Background: an optimization exercise with open tools, aiming at small area. Do not read the settings as production practice.
In this exercise RTL edits were held to simulation tests only and were not proved equivalent to the original.

alpha:
==> flow/design.v (excerpt) <==
module sap1_top (
    input  wire        clk,
    input  wire        btnC,
    input  wire        btnR,
    input  wire        btnL,
    input  wire [15:0] sw,
    output wire        sclk,
    output wire        mosi,
    output wire        cs_n,
    output reg  [6:0]  seg,
    output wire [3:0]  an,
    output wire [15:0] led
);
  localparam [2:0] IDLE = 3'd0, SELECT_PROG = 3'd1, INPUT_A = 3'd2, INPUT_B = 3'd3,
                   WRITE_RAM = 3'd4, EXECUTE = 3'd5, WRITE_WAIT = 3'd6;
  reg [3:0] rcnt;
  always @(posedge clk)
    if (btnC) rcnt <= 4'b0111;
    else rcnt <= {rcnt[2:0], rcnt[3] & rcnt[2]};
  wire rst = (rcnt != 4'd0);
  reg [5:0] q;
  reg       run;
  always @(posedge clk)
    if (rst) begin
      q   <= 6'd15;
      run <= 1'b0;
    end else begin
      q <= q + 6'd1;
      if (q[4:0] == 5'd14) run <= 1'b1;
    end
  wire       halt;
  wire       tick     = run & ~halt;
  wire       pe       = tick & (q[4:0] == 5'd15);
  wire       ne       = tick & (q[4:0] == 5'd31);
  wire       spi_evt  = tick & (q[4:0] == 5'd20);
  wire       sap1_clk = tick & (q[4] ^ (q[3:0] == 4'd15));
  localparam [15:0] BT_FB = 16'd61583;
  reg       rl, ll;
  reg [3:0] rr, lr;
  reg       rs, ls, rf, lf, rlat, llat;
  reg [1:0] rsy, lsy;
  ...
For scale: about 1100 cells after synthesis, ~230 flip-flops, roughly 50 I/O pins, roughly 0.010 mm2 of cells after synthesis.
clock: 15.0 ns
lec_check: 0
cap_margin: 20
core_margin: 2
core_utilization: 40
cts_buf_list: sky130_fd_sc_hd__clkbuf_8
cts_cluster_diameter: 60
cts_cluster_size: 12
slew_margin: 20
standard.sh (not shown) runs the stock make flow with config.mk's settings and CLKGATE_MAP_FILE= SYNTH_SCRIPT=/design/flow/synth_recipe.tcl, a recipe that flattens the netlist after the stock synthesis.
==> flow/flow/run.sh <==
#!/bin/bash
# Standard layout, with the smallest buffer on the ports and without the
# half/full adder extraction step of synthesis (abc maps the adders).
set -euo pipefail
bash standard.sh BUFFER_PORTS_ARGS="-buffer_cell sky130_fd_sc_hd__buf_1" ADDER_MAP_FILE= finish > make_flow.log 2>&1
alpha: all stages complete, timing, DRC and antenna checks passed
What beta does differently from alpha at the input level:
==> flow/run.sh (new file) <==
#!/bin/bash
# synth_recipe.tcl (not shown) runs the flow's synth.tcl, then flattens the netlist and writes it again
# the make line also repeats each setting of config.mk as NAME=value (left out here)
make -C /OpenROAD-flow-scripts/flow DESIGN_CONFIG=/design/flow/config.mk WORK_HOME=/design/flow/orfs CLKGATE_MAP_FILE= SYNTH_SCRIPT=/design/flow/synth_recipe.tcl finish
removed: flow/flow/run.sh
removed: flow/standard.sh
### Flow results
Design area (beta vs. alpha) increases slightly
Share of final layout cell area taken by clock buffers and inverters in beta is 0.16 points lower than in alpha
Comparing alpha and beta, the higher share of the clock period used by the worst path after layout was measured on beta.
[diff] synthesized area, beta relative to alpha: improvement
beta against alpha: non-clock buffer count higher; clock-pin slew of the registers on the worst-case setup and hold paths roughly the same; clock-buffer cell count higher; die area lower; placed wire-length estimate after detailed placement lower.
beta ended with every stage complete and zero timing, DRC or antenna violations.
Routed wire length on beta is ahead of alpha.
Cmp beta vs alpha: share of synthesized area spent on multiplexers lower in beta

========
## build 23
Another version of the RTL of sap1_top (not shown whole).
Size in the first run: about 930 cells after synthesis, about 190 flip-flops, ~50 I/O pins, about 8000 um^2 of cells after synthesis.
export LEC_CHECK = 0
export CAP_MARGIN = 20
export CORE_MARGIN = 2
export CORE_UTILIZATION = 65
export CTS_BUF_LIST = sky130_fd_sc_hd__clkbuf_8
export CTS_CLUSTER_DIAMETER = 60
export CTS_CLUSTER_SIZE = 12
export GPL_ROUTABILITY_DRIVEN = 0
export GPL_TIMING_DRIVEN = 0
export PLACE_DENSITY = 0.75
export SLEW_MARGIN = 20
create_clock -name core_clock -period 15.0 [get_ports {clk}]
==> flow/flow/run.sh <==
#!/bin/bash
# Standard layout with these changes: synthesis maps the logic with an
# area-oriented abc script (flow/area.abc) and without the adder-cell step
# (registers are untouched), the ports are buffered with the smallest
# buffer, and the clock tree is built from mid-size buffers without dummy
# loads.
set -euo pipefail
export MY_ABC_SCRIPT="$PWD/flow/area.abc"
bash standard.sh SYNTH_SCRIPT="$PWD/flow/synth.tcl" ADDER_MAP_FILE= \
  BUFFER_PORTS_ARGS="-buffer_cell sky130_fd_sc_hd__buf_1" \
  CTS_ARGS="-sink_clustering_enable -repair_clock_nets -buf_list sky130_fd_sc_hd__clkbuf_8 -sink_clustering_size 12 -sink_clustering_max_diameter 60 -dont_use_dummy_load" \
  finish > make_flow.log 2>&1
==> flow/flow/area.abc <==
&get -n
&st
&syn3
&dch -f
&put
amap
topo
dnsize -c
==> flow/flow/synth.tcl <==
proc synth {args} { yosys synth -nofsm -noshare {*}$args }
proc abc {args} {
  if {[info exists ::env(MY_ABC_SCRIPT)]} {
    set i [lsearch -exact $args -script]
    if {$i >= 0} { lset args [expr {$i + 1}] $::env(MY_ABC_SCRIPT) }
  }
  yosys abc {*}$args
}
source $::env(SCRIPTS_DIR)/synth.tcl
# left out here: clear keep_hierarchy, flatten, clean up, hide names made inside functions, write 1_2_yosys.v
Changes in build 6 relative to build 23:
Settings: GPL_ROUTABILITY_DRIVEN: 0 -> unset; GPL_TIMING_DRIVEN: 0 -> unset.
==> comparison <==
- Both conditions hold for build 6: the flow ran to the end and the final layout passed the timing, design-rule and antenna checks.
- Between build 23 and build 6, met2 layer usage reported by global route is lower for build 6, build 23 comes in above that.
- Compared with build 23, in build 6 final design area excluding fillers fell by 1.6%; maximum frequency rose by 1.6%.
> inputs changed (build 6 -> build 90)
Settings: PLACE_DENSITY: 0.75 -> 0.85; CORE_UTILIZATION: 65 -> 75.
--- outcome ---
Build 90 against build 6: smallest setup slack after layout moved down, cell area stayed essentially flat, via count shows an increase of 274, routed wire length shows an increase of about 2.3%, multi-input gate share of total cell area shows no meaningful change. Met3 layer wire length in the routed design: build 90 vs build 6 up about 40%.

## static timing again, ports no longer ideal
No port has a modelled driver above. Below, the same layouts with a new extraction and two added sets of constraints.
Step 1: set_driving_cell puts a clkbuf_16 on clk and a buf_2 on each other input, an assumption about the parent block.
Step 2 moves the port delays by t, midway between the first and last clock arrival at a register: inputs arrive t later, outputs are due t later. That takes back most of the time a late clock gives input paths.
Slacks: ideal ports / drivers / drivers and shift; pairs: ideal ports / drivers.
| run | shift t [ns] | setup slack, ns | hold slack, ns | worst slew at a driven data input, ns |
|---|---|---|---|---|
| alpha | 0.571 | 8.790 / 8.749 / 9.320 | 0.438 / 0.438 / 0.438 | 0.04 |
| beta | 0.588 | 8.133 / 8.090 / 8.678 | 0.450 / 0.450 / 0.450 | 0.03 |
| build 23 | 0.486 | 8.455 / 8.416 / 8.902 | 0.373 / 0.373 / 0.373 | 0.03 |
| build 6 | 0.480 | 8.556 / 8.518 / 8.998 | 0.393 / 0.393 / 0.393 | 0.05 |
| build 90 | 0.485 | 8.481 / 8.445 / 8.931 | 0.375 / 0.375 / 0.375 | 0.03 |
After both steps setup and hold are still met in every run listed.
